Background: an optimization exercise with open tools, aiming at small area, a short achievable clock period and few clock cycles. Do not read the settings as production practice. Where RTL was checked, it was by simulation tests only, not by an equivalence proof against the original. Only the layout flow was run in run 1; the RTL was not checked for function there.

File: flow/config.mk
export PLATFORM = sky130hd
export DESIGN_NAME = divider1
export DESIGN_NICKNAME = divider1
export VERILOG_FILES = /design/flow/design.v
export SDC_FILE = /design/flow/constraint.sdc
export NUM_CORES = 8
export LEC_CHECK = 0
export CAP_MARGIN = 20
export CORE_MARGIN = 2
export CORE_UTILIZATION = 40
export SLEW_MARGIN = 20
File: flow/constraint.sdc
create_clock -name core_clock -period 32.0 [get_ports {clk}]
set_input_delay 6.4000 -clock core_clock [delete_from_list [all_inputs] [get_ports {clk}]]
set_output_delay 6.4000 -clock core_clock [all_outputs]
set_load 0.01 [all_outputs]
File: flow/design.v
module D_FF (q, d, reset, clk);
	output logic q;
	input logic d, reset, clk;
	always_ff @(posedge clk)
		if (reset)
			q <= 0;  
		else
			q <= d;  
endmodule
module FF_en(q, d, en, reset, clk);
	output q;
	input d, en, reset, clk;
	wire dat;
	D_FF ff(.q, .d(dat), .reset, .clk);
	NAND_MUX_2x1 muxs(.out(dat), .select(en), .invSelect(~en), .in({d, q}));
endmodule
module NAND_MUX_2x1(out, select, invSelect, in);
	output out;
	input select, invSelect;
	input [1:0] in;
	wire one, zero;
	nand oneNand(one, select, in[1]);
	nand zeroNand(zero, invSelect, in[0]);
	nand sumNand(out, one, zero);
endmodule
module NAND_MUX_4x1(out, select, invSelect, in);
	output out;
	input [1:0] select, invSelect;
	input [3:0] in;
	wire three, two, one, zero;
	nand zeroNand(zero, in[0], invSelect[1], invSelect[0]);
	nand oneNand(one, in[1], invSelect[1], select[0]);
	nand twoNand(two, in[2], select[1], invSelect[0]);
	nand threeNand(three, in[3], select[1], select[0]);
	nand sumNand(out, three, two, one, zero);
endmodule
module adderC65 (val1, val2, Cin, valOut);
	input logic [64:0] val1, val2;
	input logic Cin;
	output logic [64:0] valOut; 
	logic [64:0] cinToCout;
	genvar i;
	generate
		for(i=0; i<64; i++) begin : eachAdder
			full_adder adder(.S(valOut[i+1]), .Cout(cinToCout[i+1]), .A(val1[i+1]), .B(val2[i+1]), .Cin(cinToCout[i]));
		end
	endgenerate
	full_adder startAdder(.S(valOut[0]), .Cout(cinToCout[0]), .A(val1[0]), .B(val2[0]), .Cin);
endmodule
module divider1(quotient, valid_out, divisor, dividend, valid_in, rst, clk);
  output [63:0] quotient;
  output valid_out;
  input [63:0] divisor, dividend;
  input valid_in, rst, clk;
  localparam int K  = 3;                     
  localparam int DW = 67 + K;                
  localparam int JW = $clog2(67 / K + 2);    
  logic          busy;
  logic          first;   
  logic          vo;
  logic [63:0]   rr;      
  logic [DW-1:0] rd;      
  logic          sbn;     
  logic [63:0]   rq;      
  logic          neg;     
  logic [JW-1:0] cnt;     
  assign valid_out = vo;
  assign quotient  = neg ? (64'd0 - rq) : rq;
  function automatic logic [6:0] bitlen(input logic [63:0] x);
    bitlen = 7'd0;
    for (int i = 0; i < 64; i++) if (x[i]) bitlen = 7'(i + 1);
  endfunction
  wire        sa = dividend[63];
  wire        sb = divisor[63];
  wire [63:0] ma = sa ? (64'd0 - dividend) : dividend;
  wire [6:0]  la = bitlen({1'b0, dividend[62:0] ^ dividend[63:1]}) + {6'd0, sa};
  wire [6:0]  lb = bitlen({1'b0, divisor[62:0] ^ divisor[63:1]});
  wire        bz = (divisor == 64'd0);
  wire        az = (dividend == 64'd0);
  wire [7:0]  sdiff = {1'b0, la} - {1'b0, lb};
  wire        zq = az | sdiff[7];                  
  wire [6:0]  s  = sdiff[6:0];                     
  function automatic logic [JW-1:0] ncyc(input logic [6:0] x);   
    ncyc = '0;
    for (int i = 0; i < 128; i++) if (x == 7'(i)) ncyc = JW'((i + 1) / K);
  endfunction
  logic [6:0]   sr;     
  wire [JW-1:0] j0 = ncyc(sr);
  logic [DW-1:0] dsh;
  always_comb begin
    dsh = rd;
    for (int k = 0; k < JW; k++) if (first & j0[k]) dsh = dsh << (K << k);
  end
  wire [DW-1:0] deff = dsh ^ {DW{first & sbn}};
  function automatic logic [64:0] addc(input logic [DW-1:0] a, input logic [DW-1:0] b, input logic cin);
    logic [DW:0] g, p, G, P;
    g = {a & b, cin};
    p = {a ^ b, 1'b0};
    G = g; P = p;
    for (int l = 0; (1 << l) < DW + 1; l++) begin
      logic [DW:0] G2, P2;
      G2 = G; P2 = P;
      for (int i = 0; i < DW + 1; i++) begin
        if ((i >> l) & 1) begin
          G2[i] = G[i] | (P[i] & G[((i >> l) << l) - 1]);
          P2[i] = P[i] & P[((i >> l) << l) - 1];
        end
      end
      G = G2; P = P2;
    end
    addc[64] = G[DW];
    for (int i = 0; i < 64; i++) addc[i] = p[i+1] ^ G[i];
  endfunction
  logic [63:0]   rnext;
  logic [K-1:0]  qb;
  always_comb begin
    logic [63:0]   r;
    logic [64:0]   t;
    r = rr;
    for (int j = 0; j < K; j++) begin
      if (j == 0) t = addc({{(DW-64){1'b0}}, r}, ~rd, ~sbn);
      else        t = addc({{(DW-64){1'b0}}, r}, ~(deff >> j), ~sbn);
      qb[K-1-j] = t[64] & ~(j == 0 && first);
      if (qb[K-1-j]) r = t[63:0];
    end
    rnext = r;
  end
  wire last = ((first ? j0 : cnt) == '0);
  always_ff @(posedge clk) begin
    if (rst) begin
      busy <= 1'b0;
      vo   <= 1'b0;
    end else if (!busy) begin
      busy <= valid_in & ~(zq | bz);
      vo   <= valid_in & (zq | bz);
    end else begin
      busy <= ~last;
      vo   <= last;
    end
  end
  always_ff @(posedge clk) begin
    if (!busy) begin
      first <= 1'b1;
      rr    <= ma;
      rd    <= {{(DW-64){sb}}, divisor} << (K - 1);
      sr    <= s;
      sbn   <= sb;
      rq    <= {63'd0, bz};
      neg   <= bz ? ~sa : (sa ^ sb);
    end else begin
      first <= 1'b0;
      rr    <= rnext;
      rd    <= deff >> K;
      cnt   <= (first ? j0 : cnt) - 1'b1;
      rq    <= {rq[63-K:0], qb};
    end
  end
endmodule
module full_adder(S, Cout, A, B, Cin);
	output S, Cout;
	input A, B, Cin;
	wire AB, AC, BC;
	xor sum(S, A, B, Cin);
	nand ab(AB, A, B);
	nand ac(AC, A, Cin);
	nand bc(BC, B, Cin);
	nand abc(Cout, AB, AC, BC);
endmodule
module mux_2x1_X65(outs, select, invSelect, ins);
	output [64:0] outs;
	input select, invSelect;
	input [1:0][64:0] ins;
		NAND_MUX_2x1 m7(.out(outs[7]), .select, .invSelect, .in({ins[1][7], ins[0][7]}));
	NAND_MUX_2x1 m6(.out(outs[6]), .select, .invSelect, .in({ins[1][6], ins[0][6]}));
	NAND_MUX_2x1 m5(.out(outs[5]), .select, .invSelect, .in({ins[1][5], ins[0][5]}));
	NAND_MUX_2x1 m4(.out(outs[4]), .select, .invSelect, .in({ins[1][4], ins[0][4]}));
	NAND_MUX_2x1 m3(.out(outs[3]), .select, .invSelect, .in({ins[1][3], ins[0][3]}));
	NAND_MUX_2x1 m2(.out(outs[2]), .select, .invSelect, .in({ins[1][2], ins[0][2]}));
	NAND_MUX_2x1 m1(.out(outs[1]), .select, .invSelect, .in({ins[1][1], ins[0][1]}));
	NAND_MUX_2x1 m0(.out(outs[0]), .select, .invSelect, .in({ins[1][0], ins[0][0]}));
		NAND_MUX_2x1 m15(.out(outs[15]), .select, .invSelect, .in({ins[1][15], ins[0][15]}));
	NAND_MUX_2x1 m14(.out(outs[14]), .select, .invSelect, .in({ins[1][14], ins[0][14]}));
	NAND_MUX_2x1 m13(.out(outs[13]), .select, .invSelect, .in({ins[1][13], ins[0][13]}));
	NAND_MUX_2x1 m12(.out(outs[12]), .select, .invSelect, .in({ins[1][12], ins[0][12]}));
	NAND_MUX_2x1 m11(.out(outs[11]), .select, .invSelect, .in({ins[1][11], ins[0][11]}));
	NAND_MUX_2x1 m10(.out(outs[10]), .select, .invSelect, .in({ins[1][10], ins[0][10]}));
	NAND_MUX_2x1 m9(.out(outs[9]), .select, .invSelect, .in({ins[1][9], ins[0][9]}));
	NAND_MUX_2x1 m8(.out(outs[8]), .select, .invSelect, .in({ins[1][8], ins[0][8]}));
		NAND_MUX_2x1 m23(.out(outs[23]), .select, .invSelect, .in({ins[1][23], ins[0][23]}));
	NAND_MUX_2x1 m22(.out(outs[22]), .select, .invSelect, .in({ins[1][22], ins[0][22]}));
	NAND_MUX_2x1 m21(.out(outs[21]), .select, .invSelect, .in({ins[1][21], ins[0][21]}));
	NAND_MUX_2x1 m20(.out(outs[20]), .select, .invSelect, .in({ins[1][20], ins[0][20]}));
	NAND_MUX_2x1 m19(.out(outs[19]), .select, .invSelect, .in({ins[1][19], ins[0][19]}));
	NAND_MUX_2x1 m18(.out(outs[18]), .select, .invSelect, .in({ins[1][18], ins[0][18]}));
	NAND_MUX_2x1 m17(.out(outs[17]), .select, .invSelect, .in({ins[1][17], ins[0][17]}));
	NAND_MUX_2x1 m16(.out(outs[16]), .select, .invSelect, .in({ins[1][16], ins[0][16]}));
		NAND_MUX_2x1 m31(.out(outs[31]), .select, .invSelect, .in({ins[1][31], ins[0][31]}));
	NAND_MUX_2x1 m30(.out(outs[30]), .select, .invSelect, .in({ins[1][30], ins[0][30]}));
	NAND_MUX_2x1 m29(.out(outs[29]), .select, .invSelect, .in({ins[1][29], ins[0][29]}));
	NAND_MUX_2x1 m28(.out(outs[28]), .select, .invSelect, .in({ins[1][28], ins[0][28]}));
	NAND_MUX_2x1 m27(.out(outs[27]), .select, .invSelect, .in({ins[1][27], ins[0][27]}));
	NAND_MUX_2x1 m26(.out(outs[26]), .select, .invSelect, .in({ins[1][26], ins[0][26]}));
	NAND_MUX_2x1 m25(.out(outs[25]), .select, .invSelect, .in({ins[1][25], ins[0][25]}));
	NAND_MUX_2x1 m24(.out(outs[24]), .select, .invSelect, .in({ins[1][24], ins[0][24]}));
		NAND_MUX_2x1 m39(.out(outs[39]), .select, .invSelect, .in({ins[1][39], ins[0][39]}));
	NAND_MUX_2x1 m38(.out(outs[38]), .select, .invSelect, .in({ins[1][38], ins[0][38]}));
	NAND_MUX_2x1 m37(.out(outs[37]), .select, .invSelect, .in({ins[1][37], ins[0][37]}));
	NAND_MUX_2x1 m36(.out(outs[36]), .select, .invSelect, .in({ins[1][36], ins[0][36]}));
	NAND_MUX_2x1 m35(.out(outs[35]), .select, .invSelect, .in({ins[1][35], ins[0][35]}));
	NAND_MUX_2x1 m34(.out(outs[34]), .select, .invSelect, .in({ins[1][34], ins[0][34]}));
	NAND_MUX_2x1 m33(.out(outs[33]), .select, .invSelect, .in({ins[1][33], ins[0][33]}));
	NAND_MUX_2x1 m32(.out(outs[32]), .select, .invSelect, .in({ins[1][32], ins[0][32]}));
		NAND_MUX_2x1 m47(.out(outs[47]), .select, .invSelect, .in({ins[1][47], ins[0][47]}));
	NAND_MUX_2x1 m46(.out(outs[46]), .select, .invSelect, .in({ins[1][46], ins[0][46]}));
	NAND_MUX_2x1 m45(.out(outs[45]), .select, .invSelect, .in({ins[1][45], ins[0][45]}));
	NAND_MUX_2x1 m44(.out(outs[44]), .select, .invSelect, .in({ins[1][44], ins[0][44]}));
	NAND_MUX_2x1 m43(.out(outs[43]), .select, .invSelect, .in({ins[1][43], ins[0][43]}));
	NAND_MUX_2x1 m42(.out(outs[42]), .select, .invSelect, .in({ins[1][42], ins[0][42]}));
	NAND_MUX_2x1 m41(.out(outs[41]), .select, .invSelect, .in({ins[1][41], ins[0][41]}));
	NAND_MUX_2x1 m40(.out(outs[40]), .select, .invSelect, .in({ins[1][40], ins[0][40]}));
		NAND_MUX_2x1 m55(.out(outs[55]), .select, .invSelect, .in({ins[1][55], ins[0][55]}));
	NAND_MUX_2x1 m54(.out(outs[54]), .select, .invSelect, .in({ins[1][54], ins[0][54]}));
	NAND_MUX_2x1 m53(.out(outs[53]), .select, .invSelect, .in({ins[1][53], ins[0][53]}));
	NAND_MUX_2x1 m52(.out(outs[52]), .select, .invSelect, .in({ins[1][52], ins[0][52]}));
	NAND_MUX_2x1 m51(.out(outs[51]), .select, .invSelect, .in({ins[1][51], ins[0][51]}));
	NAND_MUX_2x1 m50(.out(outs[50]), .select, .invSelect, .in({ins[1][50], ins[0][50]}));
	NAND_MUX_2x1 m49(.out(outs[49]), .select, .invSelect, .in({ins[1][49], ins[0][49]}));
	NAND_MUX_2x1 m48(.out(outs[48]), .select, .invSelect, .in({ins[1][48], ins[0][48]}));
		NAND_MUX_2x1 m63(.out(outs[63]), .select, .invSelect, .in({ins[1][63], ins[0][63]}));
	NAND_MUX_2x1 m62(.out(outs[62]), .select, .invSelect, .in({ins[1][62], ins[0][62]}));
	NAND_MUX_2x1 m61(.out(outs[61]), .select, .invSelect, .in({ins[1][61], ins[0][61]}));
	NAND_MUX_2x1 m60(.out(outs[60]), .select, .invSelect, .in({ins[1][60], ins[0][60]}));
	NAND_MUX_2x1 m59(.out(outs[59]), .select, .invSelect, .in({ins[1][59], ins[0][59]}));
	NAND_MUX_2x1 m58(.out(outs[58]), .select, .invSelect, .in({ins[1][58], ins[0][58]}));
	NAND_MUX_2x1 m57(.out(outs[57]), .select, .invSelect, .in({ins[1][57], ins[0][57]}));
	NAND_MUX_2x1 m56(.out(outs[56]), .select, .invSelect, .in({ins[1][56], ins[0][56]}));
		NAND_MUX_2x1 m64(.out(outs[64]), .select, .invSelect, .in({ins[1][64], ins[0][64]}));
endmodule
module mux_4x1_X65(outs, select, invSelect, ins);
	output [64:0] outs;
	input [1:0] select, invSelect;
	input [3:0][64:0] ins;
		NAND_MUX_4x1 m7(.out(outs[7]), .select, .invSelect, .in({ins[3][7], ins[2][7], ins[1][7], ins[0][7]}));
	NAND_MUX_4x1 m6(.out(outs[6]), .select, .invSelect, .in({ins[3][6], ins[2][6], ins[1][6], ins[0][6]}));
	NAND_MUX_4x1 m5(.out(outs[5]), .select, .invSelect, .in({ins[3][5], ins[2][5], ins[1][5], ins[0][5]}));
	NAND_MUX_4x1 m4(.out(outs[4]), .select, .invSelect, .in({ins[3][4], ins[2][4], ins[1][4], ins[0][4]}));
	NAND_MUX_4x1 m3(.out(outs[3]), .select, .invSelect, .in({ins[3][3], ins[2][3], ins[1][3], ins[0][3]}));
	NAND_MUX_4x1 m2(.out(outs[2]), .select, .invSelect, .in({ins[3][2], ins[2][2], ins[1][2], ins[0][2]}));
	NAND_MUX_4x1 m1(.out(outs[1]), .select, .invSelect, .in({ins[3][1], ins[2][1], ins[1][1], ins[0][1]}));
	NAND_MUX_4x1 m0(.out(outs[0]), .select, .invSelect, .in({ins[3][0], ins[2][0], ins[1][0], ins[0][0]}));
		NAND_MUX_4x1 m15(.out(outs[15]), .select, .invSelect, .in({ins[3][15], ins[2][15], ins[1][7], ins[0][15]}));
	NAND_MUX_4x1 m14(.out(outs[14]), .select, .invSelect, .in({ins[3][14], ins[2][14], ins[1][7], ins[0][14]}));
	NAND_MUX_4x1 m13(.out(outs[13]), .select, .invSelect, .in({ins[3][13], ins[2][13], ins[1][7], ins[0][13]}));
	NAND_MUX_4x1 m12(.out(outs[12]), .select, .invSelect, .in({ins[3][12], ins[2][12], ins[1][7], ins[0][12]}));
	NAND_MUX_4x1 m11(.out(outs[11]), .select, .invSelect, .in({ins[3][11], ins[2][11], ins[1][7], ins[0][11]}));
	NAND_MUX_4x1 m10(.out(outs[10]), .select, .invSelect, .in({ins[3][10], ins[2][10], ins[1][7], ins[0][10]}));
	NAND_MUX_4x1 m9(.out(outs[9]), .select, .invSelect, .in({ins[3][9], ins[2][9], ins[1][7], ins[0][9]}));
	NAND_MUX_4x1 m8(.out(outs[8]), .select, .invSelect, .in({ins[3][8], ins[2][8], ins[1][7], ins[0][8]}));
		NAND_MUX_4x1 m23(.out(outs[23]), .select, .invSelect, .in({ins[3][23], ins[2][23], ins[1][23], ins[0][23]}));
	NAND_MUX_4x1 m22(.out(outs[22]), .select, .invSelect, .in({ins[3][22], ins[2][22], ins[1][22], ins[0][22]}));
	NAND_MUX_4x1 m21(.out(outs[21]), .select, .invSelect, .in({ins[3][21], ins[2][21], ins[1][21], ins[0][21]}));
	NAND_MUX_4x1 m20(.out(outs[20]), .select, .invSelect, .in({ins[3][20], ins[2][20], ins[1][20], ins[0][20]}));
	NAND_MUX_4x1 m19(.out(outs[19]), .select, .invSelect, .in({ins[3][19], ins[2][19], ins[1][19], ins[0][19]}));
	NAND_MUX_4x1 m18(.out(outs[18]), .select, .invSelect, .in({ins[3][18], ins[2][18], ins[1][18], ins[0][18]}));
	NAND_MUX_4x1 m17(.out(outs[17]), .select, .invSelect, .in({ins[3][17], ins[2][17], ins[1][17], ins[0][17]}));
	NAND_MUX_4x1 m16(.out(outs[16]), .select, .invSelect, .in({ins[3][16], ins[2][16], ins[1][16], ins[0][16]}));
		NAND_MUX_4x1 m31(.out(outs[31]), .select, .invSelect, .in({ins[3][31], ins[2][31], ins[1][31], ins[0][31]}));
	NAND_MUX_4x1 m30(.out(outs[30]), .select, .invSelect, .in({ins[3][30], ins[2][30], ins[1][30], ins[0][30]}));
	NAND_MUX_4x1 m29(.out(outs[29]), .select, .invSelect, .in({ins[3][29], ins[2][29], ins[1][29], ins[0][29]}));
	NAND_MUX_4x1 m28(.out(outs[28]), .select, .invSelect, .in({ins[3][28], ins[2][28], ins[1][28], ins[0][28]}));
	NAND_MUX_4x1 m27(.out(outs[27]), .select, .invSelect, .in({ins[3][27], ins[2][27], ins[1][27], ins[0][27]}));
	NAND_MUX_4x1 m26(.out(outs[26]), .select, .invSelect, .in({ins[3][26], ins[2][26], ins[1][26], ins[0][26]}));
	NAND_MUX_4x1 m25(.out(outs[25]), .select, .invSelect, .in({ins[3][25], ins[2][25], ins[1][25], ins[0][25]}));
	NAND_MUX_4x1 m24(.out(outs[24]), .select, .invSelect, .in({ins[3][24], ins[2][24], ins[1][24], ins[0][24]}));
		NAND_MUX_4x1 m39(.out(outs[39]), .select, .invSelect, .in({ins[3][39], ins[2][39], ins[1][39], ins[0][39]}));
	NAND_MUX_4x1 m38(.out(outs[38]), .select, .invSelect, .in({ins[3][38], ins[2][38], ins[1][38], ins[0][38]}));
	NAND_MUX_4x1 m37(.out(outs[37]), .select, .invSelect, .in({ins[3][37], ins[2][37], ins[1][37], ins[0][37]}));
	NAND_MUX_4x1 m36(.out(outs[36]), .select, .invSelect, .in({ins[3][36], ins[2][36], ins[1][36], ins[0][36]}));
	NAND_MUX_4x1 m35(.out(outs[35]), .select, .invSelect, .in({ins[3][35], ins[2][35], ins[1][35], ins[0][35]}));
	NAND_MUX_4x1 m34(.out(outs[34]), .select, .invSelect, .in({ins[3][34], ins[2][34], ins[1][34], ins[0][34]}));
	NAND_MUX_4x1 m33(.out(outs[33]), .select, .invSelect, .in({ins[3][33], ins[2][33], ins[1][33], ins[0][33]}));
	NAND_MUX_4x1 m32(.out(outs[32]), .select, .invSelect, .in({ins[3][32], ins[2][32], ins[1][32], ins[0][32]}));
		NAND_MUX_4x1 m47(.out(outs[47]), .select, .invSelect, .in({ins[3][47], ins[2][47], ins[1][47], ins[0][47]}));
	NAND_MUX_4x1 m46(.out(outs[46]), .select, .invSelect, .in({ins[3][46], ins[2][46], ins[1][46], ins[0][46]}));
	NAND_MUX_4x1 m45(.out(outs[45]), .select, .invSelect, .in({ins[3][45], ins[2][45], ins[1][45], ins[0][45]}));
	NAND_MUX_4x1 m44(.out(outs[44]), .select, .invSelect, .in({ins[3][44], ins[2][44], ins[1][44], ins[0][44]}));
	NAND_MUX_4x1 m43(.out(outs[43]), .select, .invSelect, .in({ins[3][43], ins[2][43], ins[1][43], ins[0][43]}));
	NAND_MUX_4x1 m42(.out(outs[42]), .select, .invSelect, .in({ins[3][42], ins[2][42], ins[1][42], ins[0][42]}));
	NAND_MUX_4x1 m41(.out(outs[41]), .select, .invSelect, .in({ins[3][41], ins[2][41], ins[1][41], ins[0][41]}));
	NAND_MUX_4x1 m40(.out(outs[40]), .select, .invSelect, .in({ins[3][40], ins[2][40], ins[1][40], ins[0][40]}));
		NAND_MUX_4x1 m55(.out(outs[55]), .select, .invSelect, .in({ins[3][55], ins[2][55], ins[1][55], ins[0][55]}));
	NAND_MUX_4x1 m54(.out(outs[54]), .select, .invSelect, .in({ins[3][54], ins[2][54], ins[1][54], ins[0][54]}));
	NAND_MUX_4x1 m53(.out(outs[53]), .select, .invSelect, .in({ins[3][53], ins[2][53], ins[1][53], ins[0][53]}));
	NAND_MUX_4x1 m52(.out(outs[52]), .select, .invSelect, .in({ins[3][52], ins[2][52], ins[1][52], ins[0][52]}));
	NAND_MUX_4x1 m51(.out(outs[51]), .select, .invSelect, .in({ins[3][51], ins[2][51], ins[1][51], ins[0][51]}));
	NAND_MUX_4x1 m50(.out(outs[50]), .select, .invSelect, .in({ins[3][50], ins[2][50], ins[1][50], ins[0][50]}));
	NAND_MUX_4x1 m49(.out(outs[49]), .select, .invSelect, .in({ins[3][49], ins[2][49], ins[1][49], ins[0][49]}));
	NAND_MUX_4x1 m48(.out(outs[48]), .select, .invSelect, .in({ins[3][48], ins[2][48], ins[1][48], ins[0][48]}));
		NAND_MUX_4x1 m63(.out(outs[63]), .select, .invSelect, .in({ins[3][63], ins[2][63], ins[1][63], ins[0][63]}));
	NAND_MUX_4x1 m62(.out(outs[62]), .select, .invSelect, .in({ins[3][62], ins[2][62], ins[1][62], ins[0][62]}));
	NAND_MUX_4x1 m61(.out(outs[61]), .select, .invSelect, .in({ins[3][61], ins[2][61], ins[1][61], ins[0][61]}));
	NAND_MUX_4x1 m60(.out(outs[60]), .select, .invSelect, .in({ins[3][60], ins[2][60], ins[1][60], ins[0][60]}));
	NAND_MUX_4x1 m59(.out(outs[59]), .select, .invSelect, .in({ins[3][59], ins[2][59], ins[1][59], ins[0][59]}));
	NAND_MUX_4x1 m58(.out(outs[58]), .select, .invSelect, .in({ins[3][58], ins[2][58], ins[1][58], ins[0][58]}));
	NAND_MUX_4x1 m57(.out(outs[57]), .select, .invSelect, .in({ins[3][57], ins[2][57], ins[1][57], ins[0][57]}));
	NAND_MUX_4x1 m56(.out(outs[56]), .select, .invSelect, .in({ins[3][56], ins[2][56], ins[1][56], ins[0][56]}));
		NAND_MUX_4x1 m64(.out(outs[64]), .select, .invSelect, .in({ins[3][64], ins[2][64], ins[1][64], ins[0][64]}));
endmodule
module norifier(outs, ins1, ins0);
	output [63:0] outs;
	input [63:0] ins1, ins0;
		nor oa7(outs[7], ins1[7], ins0[7]);
	nor oa6(outs[6], ins1[6], ins0[6]);
	nor oa5(outs[5], ins1[5], ins0[5]);
	nor oa4(outs[4], ins1[4], ins0[4]);
	nor oa3(outs[3], ins1[3], ins0[3]);
	nor oa2(outs[2], ins1[2], ins0[2]);
	nor oa1(outs[1], ins1[1], ins0[1]);
	nor oa0(outs[0], ins1[0], ins0[0]);
		nor oa15(outs[15], ins1[15], ins0[15]);
	nor oa14(outs[14], ins1[14], ins0[14]);
	nor oa13(outs[13], ins1[13], ins0[13]);
	nor oa12(outs[12], ins1[12], ins0[12]);
	nor oa11(outs[11], ins1[11], ins0[11]);
	nor oa10(outs[10], ins1[10], ins0[10]);
	nor oa9(outs[9], ins1[9], ins0[9]);
	nor oa8(outs[8], ins1[8], ins0[8]);
		nor oa23(outs[23], ins1[23], ins0[23]);
	nor oa22(outs[22], ins1[22], ins0[22]);
	nor oa21(outs[21], ins1[21], ins0[21]);
	nor oa20(outs[20], ins1[20], ins0[20]);
	nor oa19(outs[19], ins1[19], ins0[19]);
	nor oa18(outs[18], ins1[18], ins0[18]);
	nor oa17(outs[17], ins1[17], ins0[17]);
	nor oa16(outs[16], ins1[16], ins0[16]);
		nor oa31(outs[31], ins1[31], ins0[31]);
	nor oa30(outs[30], ins1[30], ins0[30]);
	nor oa29(outs[29], ins1[29], ins0[29]);
	nor oa28(outs[28], ins1[28], ins0[28]);
	nor oa27(outs[27], ins1[27], ins0[27]);
	nor oa26(outs[26], ins1[26], ins0[26]);
	nor oa25(outs[25], ins1[25], ins0[25]);
	nor oa24(outs[24], ins1[24], ins0[24]);
		nor oa39(outs[39], ins1[39], ins0[39]);
	nor oa38(outs[38], ins1[38], ins0[38]);
	nor oa37(outs[37], ins1[37], ins0[37]);
	nor oa36(outs[36], ins1[36], ins0[36]);
	nor oa35(outs[35], ins1[35], ins0[35]);
	nor oa34(outs[34], ins1[34], ins0[34]);
	nor oa33(outs[33], ins1[33], ins0[33]);
	nor oa32(outs[32], ins1[32], ins0[32]);
		nor oa47(outs[47], ins1[47], ins0[47]);
	nor oa46(outs[46], ins1[46], ins0[46]);
	nor oa45(outs[45], ins1[45], ins0[45]);
	nor oa44(outs[44], ins1[44], ins0[44]);
	nor oa43(outs[43], ins1[43], ins0[43]);
	nor oa42(outs[42], ins1[42], ins0[42]);
	nor oa41(outs[41], ins1[41], ins0[41]);
	nor oa40(outs[40], ins1[40], ins0[40]);
		nor oa55(outs[55], ins1[55], ins0[55]);
	nor oa54(outs[54], ins1[54], ins0[54]);
	nor oa53(outs[53], ins1[53], ins0[53]);
	nor oa52(outs[52], ins1[52], ins0[52]);
	nor oa51(outs[51], ins1[51], ins0[51]);
	nor oa50(outs[50], ins1[50], ins0[50]);
	nor oa49(outs[49], ins1[49], ins0[49]);
	nor oa48(outs[48], ins1[48], ins0[48]);
		nor oa63(outs[63], ins1[63], ins0[63]);
	nor oa62(outs[62], ins1[62], ins0[62]);
	nor oa61(outs[61], ins1[61], ins0[61]);
	nor oa60(outs[60], ins1[60], ins0[60]);
	nor oa59(outs[59], ins1[59], ins0[59]);
	nor oa58(outs[58], ins1[58], ins0[58]);
	nor oa57(outs[57], ins1[57], ins0[57]);
	nor oa56(outs[56], ins1[56], ins0[56]);
endmodule
module registerX64(outs, ins, en, rst, clk);
	output [63:0] outs;
	input [63:0] ins;
	input en, rst, clk;
		FF_en r7(.q(outs[7]), .d(ins[7]), .en, .reset(rst), .clk);
	FF_en r6(.q(outs[6]), .d(ins[6]), .en, .reset(rst), .clk);
	FF_en r5(.q(outs[5]), .d(ins[5]), .en, .reset(rst), .clk);
	FF_en r4(.q(outs[4]), .d(ins[4]), .en, .reset(rst), .clk);
	FF_en r3(.q(outs[3]), .d(ins[3]), .en, .reset(rst), .clk);
	FF_en r2(.q(outs[2]), .d(ins[2]), .en, .reset(rst), .clk);
	FF_en r1(.q(outs[1]), .d(ins[1]), .en, .reset(rst), .clk);
	FF_en r0(.q(outs[0]), .d(ins[0]), .en, .reset(rst), .clk);
		FF_en r15(.q(outs[15]), .d(ins[15]), .en, .reset(rst), .clk);
	FF_en r14(.q(outs[14]), .d(ins[14]), .en, .reset(rst), .clk);
	FF_en r13(.q(outs[13]), .d(ins[13]), .en, .reset(rst), .clk);
	FF_en r12(.q(outs[12]), .d(ins[12]), .en, .reset(rst), .clk);
	FF_en r11(.q(outs[11]), .d(ins[11]), .en, .reset(rst), .clk);
	FF_en r10(.q(outs[10]), .d(ins[10]), .en, .reset(rst), .clk);
	FF_en r9(.q(outs[9]), .d(ins[9]), .en, .reset(rst), .clk);
	FF_en r8(.q(outs[8]), .d(ins[8]), .en, .reset(rst), .clk);
		FF_en r23(.q(outs[23]), .d(ins[23]), .en, .reset(rst), .clk);
	FF_en r22(.q(outs[22]), .d(ins[22]), .en, .reset(rst), .clk);
	FF_en r21(.q(outs[21]), .d(ins[21]), .en, .reset(rst), .clk);
	FF_en r20(.q(outs[20]), .d(ins[20]), .en, .reset(rst), .clk);
	FF_en r19(.q(outs[19]), .d(ins[19]), .en, .reset(rst), .clk);
	FF_en r18(.q(outs[18]), .d(ins[18]), .en, .reset(rst), .clk);
	FF_en r17(.q(outs[17]), .d(ins[17]), .en, .reset(rst), .clk);
	FF_en r16(.q(outs[16]), .d(ins[16]), .en, .reset(rst), .clk);
		FF_en r31(.q(outs[31]), .d(ins[31]), .en, .reset(rst), .clk);
	FF_en r30(.q(outs[30]), .d(ins[30]), .en, .reset(rst), .clk);
	FF_en r29(.q(outs[29]), .d(ins[29]), .en, .reset(rst), .clk);
	FF_en r28(.q(outs[28]), .d(ins[28]), .en, .reset(rst), .clk);
	FF_en r27(.q(outs[27]), .d(ins[27]), .en, .reset(rst), .clk);
	FF_en r26(.q(outs[26]), .d(ins[26]), .en, .reset(rst), .clk);
	FF_en r25(.q(outs[25]), .d(ins[25]), .en, .reset(rst), .clk);
	FF_en r24(.q(outs[24]), .d(ins[24]), .en, .reset(rst), .clk);
		FF_en r39(.q(outs[39]), .d(ins[39]), .en, .reset(rst), .clk);
	FF_en r38(.q(outs[38]), .d(ins[38]), .en, .reset(rst), .clk);
	FF_en r37(.q(outs[37]), .d(ins[37]), .en, .reset(rst), .clk);
	FF_en r36(.q(outs[36]), .d(ins[36]), .en, .reset(rst), .clk);
	FF_en r35(.q(outs[35]), .d(ins[35]), .en, .reset(rst), .clk);
	FF_en r34(.q(outs[34]), .d(ins[34]), .en, .reset(rst), .clk);
	FF_en r33(.q(outs[33]), .d(ins[33]), .en, .reset(rst), .clk);
	FF_en r32(.q(outs[32]), .d(ins[32]), .en, .reset(rst), .clk);
		FF_en r47(.q(outs[47]), .d(ins[47]), .en, .reset(rst), .clk);
	FF_en r46(.q(outs[46]), .d(ins[46]), .en, .reset(rst), .clk);
	FF_en r45(.q(outs[45]), .d(ins[45]), .en, .reset(rst), .clk);
	FF_en r44(.q(outs[44]), .d(ins[44]), .en, .reset(rst), .clk);
	FF_en r43(.q(outs[43]), .d(ins[43]), .en, .reset(rst), .clk);
	FF_en r42(.q(outs[42]), .d(ins[42]), .en, .reset(rst), .clk);
	FF_en r41(.q(outs[41]), .d(ins[41]), .en, .reset(rst), .clk);
	FF_en r40(.q(outs[40]), .d(ins[40]), .en, .reset(rst), .clk);
		FF_en r55(.q(outs[55]), .d(ins[55]), .en, .reset(rst), .clk);
	FF_en r54(.q(outs[54]), .d(ins[54]), .en, .reset(rst), .clk);
	FF_en r53(.q(outs[53]), .d(ins[53]), .en, .reset(rst), .clk);
	FF_en r52(.q(outs[52]), .d(ins[52]), .en, .reset(rst), .clk);
	FF_en r51(.q(outs[51]), .d(ins[51]), .en, .reset(rst), .clk);
	FF_en r50(.q(outs[50]), .d(ins[50]), .en, .reset(rst), .clk);
	FF_en r49(.q(outs[49]), .d(ins[49]), .en, .reset(rst), .clk);
	FF_en r48(.q(outs[48]), .d(ins[48]), .en, .reset(rst), .clk);
		FF_en r63(.q(outs[63]), .d(ins[63]), .en, .reset(rst), .clk);
	FF_en r62(.q(outs[62]), .d(ins[62]), .en, .reset(rst), .clk);
	FF_en r61(.q(outs[61]), .d(ins[61]), .en, .reset(rst), .clk);
	FF_en r60(.q(outs[60]), .d(ins[60]), .en, .reset(rst), .clk);
	FF_en r59(.q(outs[59]), .d(ins[59]), .en, .reset(rst), .clk);
	FF_en r58(.q(outs[58]), .d(ins[58]), .en, .reset(rst), .clk);
	FF_en r57(.q(outs[57]), .d(ins[57]), .en, .reset(rst), .clk);
	FF_en r56(.q(outs[56]), .d(ins[56]), .en, .reset(rst), .clk);
endmodule
module registerX65(outs, ins, en, rst, clk);
	output [64:0] outs;
	input [64:0] ins;
	input en, rst, clk;
		FF_en r7(.q(outs[7]), .d(ins[7]), .en, .reset(rst), .clk);
	FF_en r6(.q(outs[6]), .d(ins[6]), .en, .reset(rst), .clk);
	FF_en r5(.q(outs[5]), .d(ins[5]), .en, .reset(rst), .clk);
	FF_en r4(.q(outs[4]), .d(ins[4]), .en, .reset(rst), .clk);
	FF_en r3(.q(outs[3]), .d(ins[3]), .en, .reset(rst), .clk);
	FF_en r2(.q(outs[2]), .d(ins[2]), .en, .reset(rst), .clk);
	FF_en r1(.q(outs[1]), .d(ins[1]), .en, .reset(rst), .clk);
	FF_en r0(.q(outs[0]), .d(ins[0]), .en, .reset(rst), .clk);
		FF_en r15(.q(outs[15]), .d(ins[15]), .en, .reset(rst), .clk);
	FF_en r14(.q(outs[14]), .d(ins[14]), .en, .reset(rst), .clk);
	FF_en r13(.q(outs[13]), .d(ins[13]), .en, .reset(rst), .clk);
	FF_en r12(.q(outs[12]), .d(ins[12]), .en, .reset(rst), .clk);
	FF_en r11(.q(outs[11]), .d(ins[11]), .en, .reset(rst), .clk);
	FF_en r10(.q(outs[10]), .d(ins[10]), .en, .reset(rst), .clk);
	FF_en r9(.q(outs[9]), .d(ins[9]), .en, .reset(rst), .clk);
	FF_en r8(.q(outs[8]), .d(ins[8]), .en, .reset(rst), .clk);
		FF_en r23(.q(outs[23]), .d(ins[23]), .en, .reset(rst), .clk);
	FF_en r22(.q(outs[22]), .d(ins[22]), .en, .reset(rst), .clk);
	FF_en r21(.q(outs[21]), .d(ins[21]), .en, .reset(rst), .clk);
	FF_en r20(.q(outs[20]), .d(ins[20]), .en, .reset(rst), .clk);
	FF_en r19(.q(outs[19]), .d(ins[19]), .en, .reset(rst), .clk);
	FF_en r18(.q(outs[18]), .d(ins[18]), .en, .reset(rst), .clk);
	FF_en r17(.q(outs[17]), .d(ins[17]), .en, .reset(rst), .clk);
	FF_en r16(.q(outs[16]), .d(ins[16]), .en, .reset(rst), .clk);
		FF_en r31(.q(outs[31]), .d(ins[31]), .en, .reset(rst), .clk);
	FF_en r30(.q(outs[30]), .d(ins[30]), .en, .reset(rst), .clk);
	FF_en r29(.q(outs[29]), .d(ins[29]), .en, .reset(rst), .clk);
	FF_en r28(.q(outs[28]), .d(ins[28]), .en, .reset(rst), .clk);
	FF_en r27(.q(outs[27]), .d(ins[27]), .en, .reset(rst), .clk);
	FF_en r26(.q(outs[26]), .d(ins[26]), .en, .reset(rst), .clk);
	FF_en r25(.q(outs[25]), .d(ins[25]), .en, .reset(rst), .clk);
	FF_en r24(.q(outs[24]), .d(ins[24]), .en, .reset(rst), .clk);
		FF_en r39(.q(outs[39]), .d(ins[39]), .en, .reset(rst), .clk);
	FF_en r38(.q(outs[38]), .d(ins[38]), .en, .reset(rst), .clk);
	FF_en r37(.q(outs[37]), .d(ins[37]), .en, .reset(rst), .clk);
	FF_en r36(.q(outs[36]), .d(ins[36]), .en, .reset(rst), .clk);
	FF_en r35(.q(outs[35]), .d(ins[35]), .en, .reset(rst), .clk);
	FF_en r34(.q(outs[34]), .d(ins[34]), .en, .reset(rst), .clk);
	FF_en r33(.q(outs[33]), .d(ins[33]), .en, .reset(rst), .clk);
	FF_en r32(.q(outs[32]), .d(ins[32]), .en, .reset(rst), .clk);
		FF_en r47(.q(outs[47]), .d(ins[47]), .en, .reset(rst), .clk);
	FF_en r46(.q(outs[46]), .d(ins[46]), .en, .reset(rst), .clk);
	FF_en r45(.q(outs[45]), .d(ins[45]), .en, .reset(rst), .clk);
	FF_en r44(.q(outs[44]), .d(ins[44]), .en, .reset(rst), .clk);
	FF_en r43(.q(outs[43]), .d(ins[43]), .en, .reset(rst), .clk);
	FF_en r42(.q(outs[42]), .d(ins[42]), .en, .reset(rst), .clk);
	FF_en r41(.q(outs[41]), .d(ins[41]), .en, .reset(rst), .clk);
	FF_en r40(.q(outs[40]), .d(ins[40]), .en, .reset(rst), .clk);
		FF_en r55(.q(outs[55]), .d(ins[55]), .en, .reset(rst), .clk);
	FF_en r54(.q(outs[54]), .d(ins[54]), .en, .reset(rst), .clk);
	FF_en r53(.q(outs[53]), .d(ins[53]), .en, .reset(rst), .clk);
	FF_en r52(.q(outs[52]), .d(ins[52]), .en, .reset(rst), .clk);
	FF_en r51(.q(outs[51]), .d(ins[51]), .en, .reset(rst), .clk);
	FF_en r50(.q(outs[50]), .d(ins[50]), .en, .reset(rst), .clk);
	FF_en r49(.q(outs[49]), .d(ins[49]), .en, .reset(rst), .clk);
	FF_en r48(.q(outs[48]), .d(ins[48]), .en, .reset(rst), .clk);
		FF_en r63(.q(outs[63]), .d(ins[63]), .en, .reset(rst), .clk);
	FF_en r62(.q(outs[62]), .d(ins[62]), .en, .reset(rst), .clk);
	FF_en r61(.q(outs[61]), .d(ins[61]), .en, .reset(rst), .clk);
	FF_en r60(.q(outs[60]), .d(ins[60]), .en, .reset(rst), .clk);
	FF_en r59(.q(outs[59]), .d(ins[59]), .en, .reset(rst), .clk);
	FF_en r58(.q(outs[58]), .d(ins[58]), .en, .reset(rst), .clk);
	FF_en r57(.q(outs[57]), .d(ins[57]), .en, .reset(rst), .clk);
	FF_en r56(.q(outs[56]), .d(ins[56]), .en, .reset(rst), .clk);
		FF_en r64(.q(outs[64]), .d(ins[64]), .en, .reset(rst), .clk);
endmodule
module xnorifier(outs, ins1, ins0);
	output [63:0] outs;
	input [63:0] ins1, ins0;
		xnor  xoa7(outs[7], ins1[7], ins0[7]);
	xnor xoa6(outs[6], ins1[6], ins0[6]);
	xnor xoa5(outs[5], ins1[5], ins0[5]);
	xnor xoa4(outs[4], ins1[4], ins0[4]);
	xnor xoa3(outs[3], ins1[3], ins0[3]);
	xnor xoa2(outs[2], ins1[2], ins0[2]);
	xnor xoa1(outs[1], ins1[1], ins0[1]);
	xnor xoa0(outs[0], ins1[0], ins0[0]);
		xnor xoa15(outs[15], ins1[15], ins0[15]);
	xnor xoa14(outs[14], ins1[14], ins0[14]);
	xnor xoa13(outs[13], ins1[13], ins0[13]);
	xnor xoa12(outs[12], ins1[12], ins0[12]);
	xnor xoa11(outs[11], ins1[11], ins0[11]);
	xnor xoa10(outs[10], ins1[10], ins0[10]);
	xnor xoa9(outs[9], ins1[9], ins0[9]);
	xnor xoa8(outs[8], ins1[8], ins0[8]);
		xnor xoa23(outs[23], ins1[23], ins0[23]);
	xnor xoa22(outs[22], ins1[22], ins0[22]);
	xnor xoa21(outs[21], ins1[21], ins0[21]);
	xnor xoa20(outs[20], ins1[20], ins0[20]);
	xnor xoa19(outs[19], ins1[19], ins0[19]);
	xnor xoa18(outs[18], ins1[18], ins0[18]);
	xnor xoa17(outs[17], ins1[17], ins0[17]);
	xnor xoa16(outs[16], ins1[16], ins0[16]);
		xnor xoa31(outs[31], ins1[31], ins0[31]);
	xnor xoa30(outs[30], ins1[30], ins0[30]);
	xnor xoa29(outs[29], ins1[29], ins0[29]);
	xnor xoa28(outs[28], ins1[28], ins0[28]);
	xnor xoa27(outs[27], ins1[27], ins0[27]);
	xnor xoa26(outs[26], ins1[26], ins0[26]);
	xnor xoa25(outs[25], ins1[25], ins0[25]);
	xnor xoa24(outs[24], ins1[24], ins0[24]);
		xnor xoa39(outs[39], ins1[39], ins0[39]);
	xnor xoa38(outs[38], ins1[38], ins0[38]);
	xnor xoa37(outs[37], ins1[37], ins0[37]);
	xnor xoa36(outs[36], ins1[36], ins0[36]);
	xnor xoa35(outs[35], ins1[35], ins0[35]);
	xnor xoa34(outs[34], ins1[34], ins0[34]);
	xnor xoa33(outs[33], ins1[33], ins0[33]);
	xnor xoa32(outs[32], ins1[32], ins0[32]);
		xnor xoa47(outs[47], ins1[47], ins0[47]);
	xnor xoa46(outs[46], ins1[46], ins0[46]);
	xnor xoa45(outs[45], ins1[45], ins0[45]);
	xnor xoa44(outs[44], ins1[44], ins0[44]);
	xnor xoa43(outs[43], ins1[43], ins0[43]);
	xnor xoa42(outs[42], ins1[42], ins0[42]);
	xnor xoa41(outs[41], ins1[41], ins0[41]);
	xnor xoa40(outs[40], ins1[40], ins0[40]);
		xnor xoa55(outs[55], ins1[55], ins0[55]);
	xnor xoa54(outs[54], ins1[54], ins0[54]);
	xnor xoa53(outs[53], ins1[53], ins0[53]);
	xnor xoa52(outs[52], ins1[52], ins0[52]);
	xnor xoa51(outs[51], ins1[51], ins0[51]);
	xnor xoa50(outs[50], ins1[50], ins0[50]);
	xnor xoa49(outs[49], ins1[49], ins0[49]);
	xnor xoa48(outs[48], ins1[48], ins0[48]);
		xnor xoa63(outs[63], ins1[63], ins0[63]);
	xnor xoa62(outs[62], ins1[62], ins0[62]);
	xnor xoa61(outs[61], ins1[61], ins0[61]);
	xnor xoa60(outs[60], ins1[60], ins0[60]);
	xnor xoa59(outs[59], ins1[59], ins0[59]);
	xnor xoa58(outs[58], ins1[58], ins0[58]);
	xnor xoa57(outs[57], ins1[57], ins0[57]);
	xnor xoa56(outs[56], ins1[56], ins0[56]);
endmodule
File: flow/run.sh
#!/bin/bash
# synth_recipe.tcl (not shown) runs the flow's synth.tcl, then flattens the netlist and writes it again
# the make line also repeats each setting of config.mk as NAME=value (left out here)
make -C /OpenROAD-flow-scripts/flow DESIGN_CONFIG=/design/flow/config.mk WORK_HOME=/design/flow/orfs CLKGATE_MAP_FILE= SYNTH_SCRIPT=/design/flow/synth_recipe.tcl finish
==> impl_metrics.yaml, run 1 <==
cts:
  cts_repair_resize_count: 0
  post_cts_buffers: 0
  cts_tree: "built"
  numCtsBuffers: 28
  htree_levels: 1
  worstSkewPairLatency_ps: 620
  clock-sinks: 213
  cts_max_path_buffers: 3
  clkTransAtPathRegs_ps: 60
  hold_buffers: 0
  cts_root_buffer: "clkbuf_16"
placed_design:
  dp_hpwl_um: 82180
  gp_congestion: 1.011
  io_buffers: 195
  place_inst: 4649
  preCtsSetupSlack_ps: 17890
floorplan:
  die_w_um: 265.8
  die-height_um: 265.8
  start_util_pct: 40.59
  die_area_um2: 70630
  io_pins: 196
  rows: 95
  core_area_um2: 67510
global_route:
  grt_pass1_vias: 25600
  grt_pass1_wl_um: 153800
  track_usage_pct: 28.10
  antenna_found_initial: 2
  grt_max_degree: 83
  grt-ovfl-total: 0
logic_synthesis:
  synth_largest_area_cell: "dfxtp_1"
  synth_nets: 4128
  synthCells: 3685
  ys_async_sr_fraction_pct: 0
  synth.most_common_cell: "nor2_1"
  synth_ff_type: "dfxtp_1"
  yosys.cell_types.count: 102
  synth_area_leaders: "dfxtp_1 (15%), ha_1 (13%), xnor2_1 (9.7%)"
  ys_ff_latch: 213
  syn_avg_cell_area_um2: 7.437
  yosysWarnings: 1
  synth_top_area_share_pct: 14.54
  seq_area_frac_synth_pct: 16.07
  synth-edff-count: 14
  netlist_area_um2: 27410
  synth_common_cells: "nor2_1 (399), a21oi_1 (335), nand2_1 (320)"
final_layout:
  layoutNonFillerInstCount: 4700
  drive_gt1_share_pct: 5.618
  nets: 4249
  multi_input_area_um2: 21240
  finish.utilization_pct: 46.10
  antenna_cells: 0
  final-seq-area_um2: 4408
  syn_to_final_growth_pct: 13.57
  fillers: 6920
critical_path:
  cp.arrival_ps: 14820
  max_stage_delay_ps: 880
  crit_path_top_delay_cell: "edfxtp_1"
  start_kind: "flop"
  crit_top_cell: "a21o_1"
  critPathRequiredTime_ps: 32440
  worstSetupPathType: "flop to flop"
  end_kind: "flop"
  critPathMaxFanout: 80
detailed_routing:
  route.detailed.drc: 0
  vias: 27170
  drtIter0Drc: 2823
  viasPerCell: 5.781
  wl_per_cell_um: 21.61
  drt-pass1-iter-count: 6
  ant_nets: 0
  drt-total-wl_um: 101600
sta:
  fin_worst_skew_ps: 40.23
  drv_slew: 0
  setup_violations: 0
  period_needed_ps: 14370
  grt_setup_unrepaired: "false"
  fmax_ghz: 0.06957
  setup-tns-final_ps: 0
  worstMarginPinSlew_ps: 986.9
  layout_worst_path_cycle_share_pct: 44.92
  fin_ws_ps: 17630
  finalHoldViolCount: 0
  maxSlewHeadroom_pct: 33.51
run_status:
  status: "finished clean"
run:
  maxCapViolations: 0
hold_path:
  hp-class: "flop to flop"
-- per-stage QoR --
stage / instance area [µm²] / hold slack (ps)
2_1_floorplan: 27410 / 455.7
3_3_place_gp: 30200 / 481.9
3_5_place_dp: 30200 / 492.1
4_1_cts: 31130 / 482.3
5_1_grt: 31130 / 516.0
6_report: 31130 / 490.7
-- metal layers --
layer | GRT usage [%] | up-vias | wire length (µm)
li1 | - | 13230 | -
met1 | 39.60 | 12680 | 46310
met2 | 43.34 | 1057 | 43150
met3 | 3.937 | 206 | 7772
met4 | 10.46 | 4 | 4301
met5 | 0 | - | 31
-- final timing paths --
check	startpoint	to	slack (ps)	cells past startpoint
worst max-delay path	sr[3]	rr[27]	17630	45
worst min-delay path	rq[1]	rq[4]	490	2
worst max register to register	sr[3]	rr[27]	17630	45
worst min register to register	rq[1]	rq[4]	490	2
-- cell families after synthesis --
| kind of cell | synth area share (%) |
|---|---|
| and+or+nand+nor | 19.79 |
| adders and majority gates | 14.75 |
| buffers and inverters | 6.624 |
| xor gates and xnor gates | 12.62 |
| DFF | 16.07 |
| muxes | 8.889 |
| AOI/OAI and AO/OA | 21.26 |
-- flip-flops by register name, summed over array words and instances, names as in the netlist --
signal	count
rd	68
rq	64
rr	64
sr	7
cnt	5
busy	1
first	1
neg	1
sbn	1
vo	1
-- layout by cell type (no fill, tap or decap), types with 10 or more instances in the layout --
cell type        count
a211oi_1            35
a21boi_0            11
a21o_1              74
a21oi_1            335
a221oi_1            10
a31oi_1             47
a32oi_1             13
and2_1              76
and3_1              25
buf_4               48
clkbuf_16           28
clkdlybuf4s50_1    195
dfxtp_1            198
edfxtp_1            14
fa_1                17
ha_1               295
inv_1              302
mux2_2              67
mux2i_1            168
nand2_1            319
nand2b_1            34
nand3_1             66
nand4_1             43
nor2_1             396
nor2b_1             33
nor3_1              53
nor4_1              29
o211ai_1            16
o21a_1              22
o21ai_0            131
o21ai_1             16
o21bai_1            34
o22ai_1             12
o31ai_1             33
o41ai_1             15
or3_1               24
or4_1               16
xnor2_1            303
xor2_1              92
-- critical path, delay by kind of cell, from the launching register on --
family	cells	cell delay (ps)
mux	1	410
compound gates	30	7890
xor+xnor	1	320
fa+ha+maj	2	700
buf+inv	6	2170
flops	1	880
simple gates	5	1670
-- area by class of cell --
class / count / share of cell area (%)
clock buffer: 38 / 2.565
clock inverter: 13 / 0.4181
inverter: 304 / 3.666
multi-input combinational: 3016 / 68.25
sequential: 213 / 14.16
tap: 873 / 3.509
timing repair buffer: 243 / 7.429
==> run 2: changes to the inputs <==
--- a/flow/design.v
+++ b/flow/design.v
@@ -55,5 +55,5 @@
   localparam int K  = 3;                     
   localparam int DW = 67 + K;                
-  localparam int JW = $clog2(67 / K + 2);    
+  localparam int JW = 5;                     
   logic          busy;
   logic          first;   
==> impl_metrics.yaml, run 2 <==
run_status:
  status: "finished clean"
sta:
  grt_setup_unrepaired: "false"
  fmax_ghz: 0.06957
  layout_worst_path_cycle_share_pct: 44.92
  worstMarginPinSlew_ps: 986.9
  setup_violations: 0
  period_needed_ps: 14370
  fin_worst_skew_ps: 40.23
  setup-tns-final_ps: 0
  drv_slew: 0
  finalHoldViolCount: 0
  maxSlewHeadroom_pct: 33.51
final_layout:
  syn_to_final_growth_pct: 13.57
  layout_commonest_cell: "nor2_1"
  final_cell_mix: "nor2_1 (396), a21oi_1 (335), nand2_1 (319), xnor2_1 (303), inv_1 (302)"
  fillers: 6920
  top_register: "rd"
  drive_gt1_share_pct: 5.618
  largest_reg_flops: 68
  antenna_cells: 0
  layoutNonFillerInstCount: 4700
  finish.utilization_pct: 46.10
  nets: 4249
  reg.largest.list: "rd x68, rq x64, rr x64"
global_route:
  track_usage_pct: 28.10
  grt_pass1_vias: 25600
  use_met3_pct: 3.937
  antenna_found_initial: 2
  globalRouteMet2Util_pct: 43.34
  grt-ovfl-total: 0
  grt.met1_usage_pct: 39.60
  grt_max_degree: 83
  grt_pass1_wl_um: 153800
  top_usage_layer: "met2"
critical_path:
  critPathMaxFanout: 80
  ff2ff_path_depth: 45
  end_kind: "flop"
  max_stage_delay_ps: 880
  worstSetupPathType: "flop to flop"
  crit_path_top_delay_cell: "edfxtp_1"
  critPathRequiredTime_ps: 32440
  crit_top_cell: "a21o_1"
  start_kind: "flop"
  cp.arrival_ps: 14820
hold_path:
  hold_depth: 2
  hp-class: "flop to flop"
logic_synthesis:
  synth_nets: 4128
  yosys.cell_types.count: 102
  syn_avg_cell_area_um2: 7.437
  synth_area_leaders: "dfxtp_1 (15%), ha_1 (13%), xnor2_1 (9.7%)"
  seq_area_frac_synth_pct: 16.07
  synth_largest_area_cell: "dfxtp_1"
  ys_async_sr_fraction_pct: 0
  synth_ff_type: "dfxtp_1"
  synth-edff-count: 14
  yosysWarnings: 1
  synth.most_common_cell: "nor2_1"
  synth_common_cells: "nor2_1 (399), a21oi_1 (335), nand2_1 (320)"
  ys_ff_latch: 213
  netlist_area_um2: 27410
  synthCells: 3685
  synth_top_area_share_pct: 14.54
detailed_routing:
  drt-pass1-iter-count: 6
  drtIter0Drc: 2823
  ant_nets: 0
  drt-total-wl_um: 101600
  wl_per_cell_um: 21.61
  route.detailed.drc: 0
  vias: 27170
  viasPerCell: 5.781
floorplan:
  die_area_um2: 70630
  start_util_pct: 40.59
  io_pins: 196
  rows: 95
  core_area_um2: 67510
  die-height_um: 265.8
  die_w_um: 265.8
placed_design:
  io_buffers: 195
  place_inst: 4649
  gp_congestion: 1.011
  dp_hpwl_um: 82180
cts:
  cts_repair_resize_count: 0
  hold_buffers: 0
  cts_max_path_buffers: 3
  worstSkewPairLatency_ps: 620
  clock-sinks: 213
  numCtsBuffers: 28
  htree_levels: 1
  post_cts_buffers: 0
  cts_tree: "built"
  clkTransAtPathRegs_ps: 60
  cts_root_buffer: "clkbuf_16"
run:
  maxCapViolations: 0
[run 2: logic make-up (layout without fill, tap and decap cells)]
kind of cell    count (synthesis)  after routing  share of synthesized area [%]
compound gates                909            909                          21.26
buf+inv                       456            598                          6.624
mux                           235            235                          8.889
simple gates                 1164           1164                          19.79
flops                         213            213                          16.07
xor+xnor                      395            395                          12.62
fa+ha+maj                     313            313                          14.75
[run 2: layer usage]
layer	vias up	share of wire, %
met5	-	0.031
met4	4	4.2
met3	206	7.7
met2	1057	42
met1	12680	46
li1	13230	-
[run 2: area by class of cell]
cell class              instances  area (µm²)  area share [%]
repair buffers                243        2312           7.429
clock buffers                  38       798.3           2.565
clock inverters                13       130.1          0.4181
flip-flops and latches        213        4408           14.16
well taps                     873        1092           3.509
multi-input cells            3016       21240           68.25
inverters                     304        1141           3.666
[run 2: worst max-delay path: cells and delay by family, from the launching register on]
kind | cells | cell delay (ps)
buffers and inverters | 6 | 2170
AOI/OAI and AO/OA | 30 | 7890
and+or+nand+nor | 5 | 1670
xor gates and xnor gates | 1 | 320
adders and majority gates | 2 | 700
DFF | 1 | 880
muxes | 1 | 410
[run 2: through the flow]
step                      worst slack, ps  hold WS [ps]  area [µm²]
after floorplan                     21220         455.7       27410
after detailed placement            17890         492.1       30200
after global placement              18230         481.9       30200
final                               17630         490.7       31130
after global routing                16860         516.0       31130
after CTS                           17900         482.3       31130
[run 2: final timing paths]
| kind | slack (ps) | end | start |
|---|---|---|---|
| max | 17630 | rr[27] | sr[3] |
| min | 490 | rq[4] | rq[1] |
| max reg2reg | 17630 | rr[27] | sr[3] |
| min reg2reg | 490 | rq[4] | rq[1] |
Testbench counts of run 2, summed over its fixed seeds: cycles 6,098.
==> run 3: changes to the inputs <==
==> flow/flow/run.sh (new file) <==
#!/bin/bash
# Own flow, step 1: the standard layout, unchanged (to inspect standard.sh).
set -e
cp standard.sh flow_standard_copy.sh.txt 2>/dev/null || true
bash standard.sh finish > standard_finish.log 2>&1
==> flow/standard.sh (new file) <==
#!/bin/bash
# synth_recipe.tcl (not shown) runs the flow's synth.tcl, then flattens the netlist and writes it again
# the make line also repeats each setting of config.mk as NAME=value (left out here)
make -C /OpenROAD-flow-scripts/flow DESIGN_CONFIG=/design/flow/config.mk WORK_HOME=/design/flow/orfs CLKGATE_MAP_FILE= SYNTH_SCRIPT=/design/flow/synth_recipe.tcl "${@:-finish}"
removed: flow/run.sh
==> impl_metrics.yaml, run 3 <==
sta:
  setup-tns-final_ps: 0
  fin_ws_ps: 17630
  finalHoldViolCount: 0
  fin_worst_skew_ps: 40.23
  worstMarginPinSlew_ps: 986.9
  period_needed_ps: 14370
  setup_violations: 0
  drv_slew: 0
  grt_setup_unrepaired: "false"
  layout_worst_path_cycle_share_pct: 44.92
  hold_ws_ps: 490.7
  maxSlewHeadroom_pct: 33.51
  fmax_ghz: 0.06957
global_route:
  grt_pass1_wl_um: 153800
  antenna_found_initial: 2
  grt_max_degree: 83
  track_usage_pct: 28.10
  grt-ovfl-total: 0
  grt_pass1_vias: 25600
critical_path:
  end_kind: "flop"
  crit_top_cell: "a21o_1"
  crit_path_top_delay_cell: "edfxtp_1"
  cp.arrival_ps: 14820
  max_stage_delay_ps: 880
  critPathMaxFanout: 80
  critPathRequiredTime_ps: 32440
  worstSetupPathType: "flop to flop"
  start_kind: "flop"
placed_design:
  place_area_um2: 30200
  io_buffers: 195
  preCtsSetupSlack_ps: 17890
  dp_hpwl_um: 82180
  gp_congestion: 1.011
  place_inst: 4649
logic_synthesis:
  synth_common_cells: "nor2_1 (399), a21oi_1 (335), nand2_1 (320)"
  synth_top_area_share_pct: 14.54
  synth-edff-count: 14
  synth_ff_type: "dfxtp_1"
  netlist_area_um2: 27410
  seq_area_frac_synth_pct: 16.07
  syn_avg_cell_area_um2: 7.437
  ys_async_sr_fraction_pct: 0
  synth_largest_area_cell: "dfxtp_1"
  synth_area_leaders: "dfxtp_1 (15%), ha_1 (13%), xnor2_1 (9.7%)"
  yosys.cell_types.count: 102
  synth.most_common_cell: "nor2_1"
  synth_nets: 4128
  ys_ff_latch: 213
  yosysWarnings: 1
  synthCells: 3685
cts:
  clock-sinks: 213
  clkTransAtPathRegs_ps: 60
  cts_max_path_buffers: 3
  worstSkewPairLatency_ps: 620
  hold_buffers: 0
  cts_root_buffer: "clkbuf_16"
  post_cts_buffers: 0
  cts_repair_resize_count: 0
  numCtsBuffers: 28
  cts_tree: "built"
  htree_levels: 1
final_layout:
  multi_input_area_um2: 21240
  fillers: 6920
  antenna_cells: 0
  layoutNonFillerInstCount: 4700
  finish.utilization_pct: 46.10
  largest_reg_flops: 68
  drive_gt1_share_pct: 5.618
  top_register: "rd"
  nets: 4249
  final_cell_mix: "nor2_1 (396), a21oi_1 (335), nand2_1 (319), xnor2_1 (303), inv_1 (302)"
  layout_commonest_cell: "nor2_1"
  reg.largest.list: "rd x68, rq x64, rr x64"
  final-seq-area_um2: 4408
  syn_to_final_growth_pct: 13.57
  design_area_um2: 31130
detailed_routing:
  drt-pass1-iter-count: 6
  vias: 27170
  viasPerCell: 5.781
  drtIter0Drc: 2823
  ant_nets: 0
  route.detailed.drc: 0
  wl_per_cell_um: 21.61
  drt-total-wl_um: 101600
floorplan:
  io_pins: 196
  die_w_um: 265.8
  die_area_um2: 70630
  rows: 95
  die-height_um: 265.8
  start_util_pct: 40.59
  core_area_um2: 67510
run_status:
  status: "finished clean"
run:
  maxCapViolations: 0
hold_path:
  hp-class: "flop to flop"
==> run 3: cell counts after synthesis <==
Identical to the previous run, type by type.
==> run 3: area by class of cell <==
cell class,count,area share [%]
clock buffers,38,2.565
clock inverters,13,0.4181
inverters,304,3.666
multi-input cells,3016,68.25
flip-flops and latches,213,14.16
well taps,873,3.509
repair buffers,243,7.429
==> run 3: cells by family after synthesis <==
group | after synthesis | synth area share, %
AND/OR/NAND/NOR | 1164 | 19.79
flip-flops | 213 | 16.07
XOR/XNOR | 395 | 12.62
adder cells (fa/ha/maj) | 313 | 14.75
AO/OA/AOI/OAI | 909 | 21.26
buffers and inverters | 456 | 6.624
multiplexers | 235 | 8.889
==> run 3: worst paths after layout <==
kind / startpoint / to / slack (ps) / cells after the start
setup / recovery: sr[3] / rr[27] / 17630 / 45
hold / removal: rq[1] / rq[4] / 490 / 2
setup reg to reg: sr[3] / rr[27] / 17630 / 45
hold reg to reg: rq[1] / rq[4] / 490 / 2
==> run 3: per-layer routing <==
layer | wire [µm] | global-route usage (%) | part of all wire, %
met1 | 46310 | 39.60 | 46
met5 | 31 | 0 | 0.031
met4 | 4301 | 10.46 | 4.2
met3 | 7772 | 3.937 | 7.7
met2 | 43150 | 43.34 | 42
==> run 3: worst max-delay path, delay by kind of cell (launching register included) <==
kind / cells / cell delay [ps]
buf+inv: 6 / 2170
fa+ha+maj: 2 / 700
flops: 1 / 880
compound gates: 30 / 7890
mux: 1 / 410
xor+xnor: 1 / 320
simple gates: 5 / 1670
==> run 4: changes to the inputs <==
==> flow/flow/run.sh (replaced) <==
#!/bin/bash
# Own flow: the standard layout (standard synthesis, floorplan, placement,
# CTS, routing), with ORFS's timing repair asked to leave 19 ns of setup slack
# (the clock and constraints are unchanged; only the repair aims further).
set -e
bash standard.sh SETUP_SLACK_MARGIN=19 finish > standard_finish.log 2>&1
==> impl_metrics.yaml, run 4 <==
final_layout:
  top_register: "rd"
  syn_to_final_growth_pct: 14.40
  finish.utilization_pct: 46.44
  multi_input_area_um2: 21330
  fillers: 6899
  reg.largest.list: "rd x68, rq x64, rr x64"
  final_cell_mix: "nor2_1 (395), a21oi_1 (334), nand2_1 (318), xnor2_1 (303), inv_1 (302)"
  largest_reg_flops: 68
  drive_gt1_share_pct: 6.320
  final-seq-area_um2: 4408
  layout_commonest_cell: "nor2_1"
  nets: 4267
  layoutNonFillerInstCount: 4718
floorplan:
  die-height_um: 265.8
  io_pins: 196
  core_area_um2: 67510
  start_util_pct: 40.59
detailed_routing:
  route.detailed.drc: 0
  drt-total-wl_um: 102600
  ant_nets: 0
  viasPerCell: 5.797
  wl_per_cell_um: 21.75
  drt-pass1-iter-count: 6
  vias: 27350
sta:
  layout_worst_path_cycle_share_pct: 38.95
  fmax_ghz: 0.08023
  grt_setup_unrepaired: "false"
  fin_worst_skew_ps: 39.30
  finalHoldViolCount: 0
  maxSlewHeadroom_pct: 31.06
  period_needed_ps: 12460
  drv_slew: 0
logic_synthesis:
  yosysWarnings: 1
  synth_area_leaders: "dfxtp_1 (15%), ha_1 (13%), xnor2_1 (9.7%)"
  synth_nets: 4128
  ys_async_sr_fraction_pct: 0
  synth_top_area_share_pct: 14.54
  yosys.cell_types.count: 102
  synth-edff-count: 14
  netlist_area_um2: 27410
  ys_ff_latch: 213
  synth_ff_type: "dfxtp_1"
  synth.most_common_cell: "nor2_1"
  syn_avg_cell_area_um2: 7.437
  synth_common_cells: "nor2_1 (399), a21oi_1 (335), nand2_1 (320)"
  synth_largest_area_cell: "dfxtp_1"
cts:
  cts_tree: "built"
  cts_max_path_buffers: 3
  worstSkewPairLatency_ps: 620
  htree_levels: 1
  numCtsBuffers: 28
  hold_buffers: 0
global_route:
  grt_pass1_vias: 25690
  track_usage_pct: 28.29
  grt_pass1_wl_um: 154700
  grt-ovfl-total: 0
  antenna_found_initial: 2
placed_design:
  dp_hpwl_um: 82180
  io_buffers: 195
  gp_congestion: 1.011
run:
  maxCapViolations: 0
hold_path:
  hp-class: "flop to flop"
critical_path:
  end_kind: "flop"
  max_stage_delay_ps: 610
  worstSetupPathType: "flop to flop"
  cp.arrival_ps: 12860
  startpoint: "sr[3]"
  r2r_slack_ps: 19540
  start_kind: "flop"
run_status:
  status: "finished clean"
[run 4: critical path: cells and delay by family, from the launching register on]
family                   cells  cell delay (ps)
XOR/XNOR                     1              480
adder cells (fa/ha/maj)      2              630
AND/OR/NAND/NOR              8             1720
flip-flops                   1              610
buffers and inverters        5             1870
AO/OA/AOI/OAI               24             6170
multiplexers                 2              640
[run 4: cell families (layout without fill, tap and decap cells)]
kind of cell               count (synthesis)  in the layout  share of synthesized area [%]
xor gates and xnor gates                 395            395                          12.62
and+or+nand+nor                         1164           1165                          19.79
adders and majority gates                313            313                          14.75
muxes                                    235            235                          8.889
DFF                                      213            213                          16.07
AOI/OAI and AO/OA                        909            911                          21.26
buffers and inverters                    456            613                          6.624
[run 4: final cells by class]
class | count | share of cell area [%]
Clock buffer | 38 | 2.546
Tap cell | 873 | 3.484
Sequential cell | 213 | 14.06
Timing Repair Buffer | 258 | 7.842
Clock inverter | 13 | 0.4150
Inverter | 304 | 3.639
Multi-Input combinational cell | 3019 | 68.02
[run 4: what timing repair did]
item,4_1_cts,5_1_grt
cloned,2,1
hold endpoints to repair,0,0
resized for setup,8,9
setup buffers,3,12
endpoints found under the setup margin,59,49
pin swaps,3,3
[run 4: worst paths after layout]
check	end	cells past startpoint
max	rq[0]	42
min	rq[4]	2
max reg2reg	rq[0]	42
min reg2reg	rq[4]	2
[run 4: metrics by stage]
| step | area [µm²] | setup slack [ps] |
|---|---|---|
| after CTS | 31200 | 19040 |
| after global placement | 30200 | 18230 |
| after detailed placement | 30200 | 17890 |
| after global routing | 31350 | 19030 |
| final | 31350 | 19540 |
| after floorplan | 27410 | 21220 |
[run 4: metal layers]
| metal | up-vias | wire (µm) | part of all wire [%] | global-route usage (%) |
|---|---|---|---|---|
| met5 | - | 31 | 0.030 | 0 |
| met4 | 4 | 4339 | 4.2 | 10.69 |
| met3 | 208 | 8146 | 7.9 | 3.891 |
| met2 | 1134 | 43840 | 43 | 43.62 |
| met1 | 12730 | 46260 | 45 | 39.86 |
| li1 | 13280 | - | - | - |

port drivers added, routing unchanged:
The flow's constraints put no driver on any port. The routed layouts listed below were extracted and timed again, unchanged, in two steps. Step 1 assumes that a clkbuf_16 drives the clock port and a buf_2 every other input. Step 2 moves the port delays by t, midway between the first and last clock arrival at a register: inputs arrive t later, outputs are due t later. That takes back most of the time a late clock gives input paths. a / b / c = ideal ports / drivers / drivers and shift; a / b = the first two.
run	t, ns	slack for setup (ns)	latest minus earliest clock arrival (ns)	slew at the worst register clock pin (ns)	worst slew at a driven data input, ns
run 1	0.658	17.626 / 17.626 / 17.626	0.040 / 0.040	0.07 / 0.07	0.07
run 2	0.658	17.626 / 17.626 / 17.626	0.040 / 0.040	0.07 / 0.07	0.07
run 3	0.658	17.626 / 17.626 / 17.626	0.040 / 0.040	0.07 / 0.07	0.07
run 4	0.655	19.536 / 19.536 / 18.985	0.039 / 0.039	0.07 / 0.07	0.07
After both steps setup and hold are still met in every run listed. For run 4, which loses most, drivers alone change the setup slack by 0.000 ns; drivers and shift together by -0.551 ns.
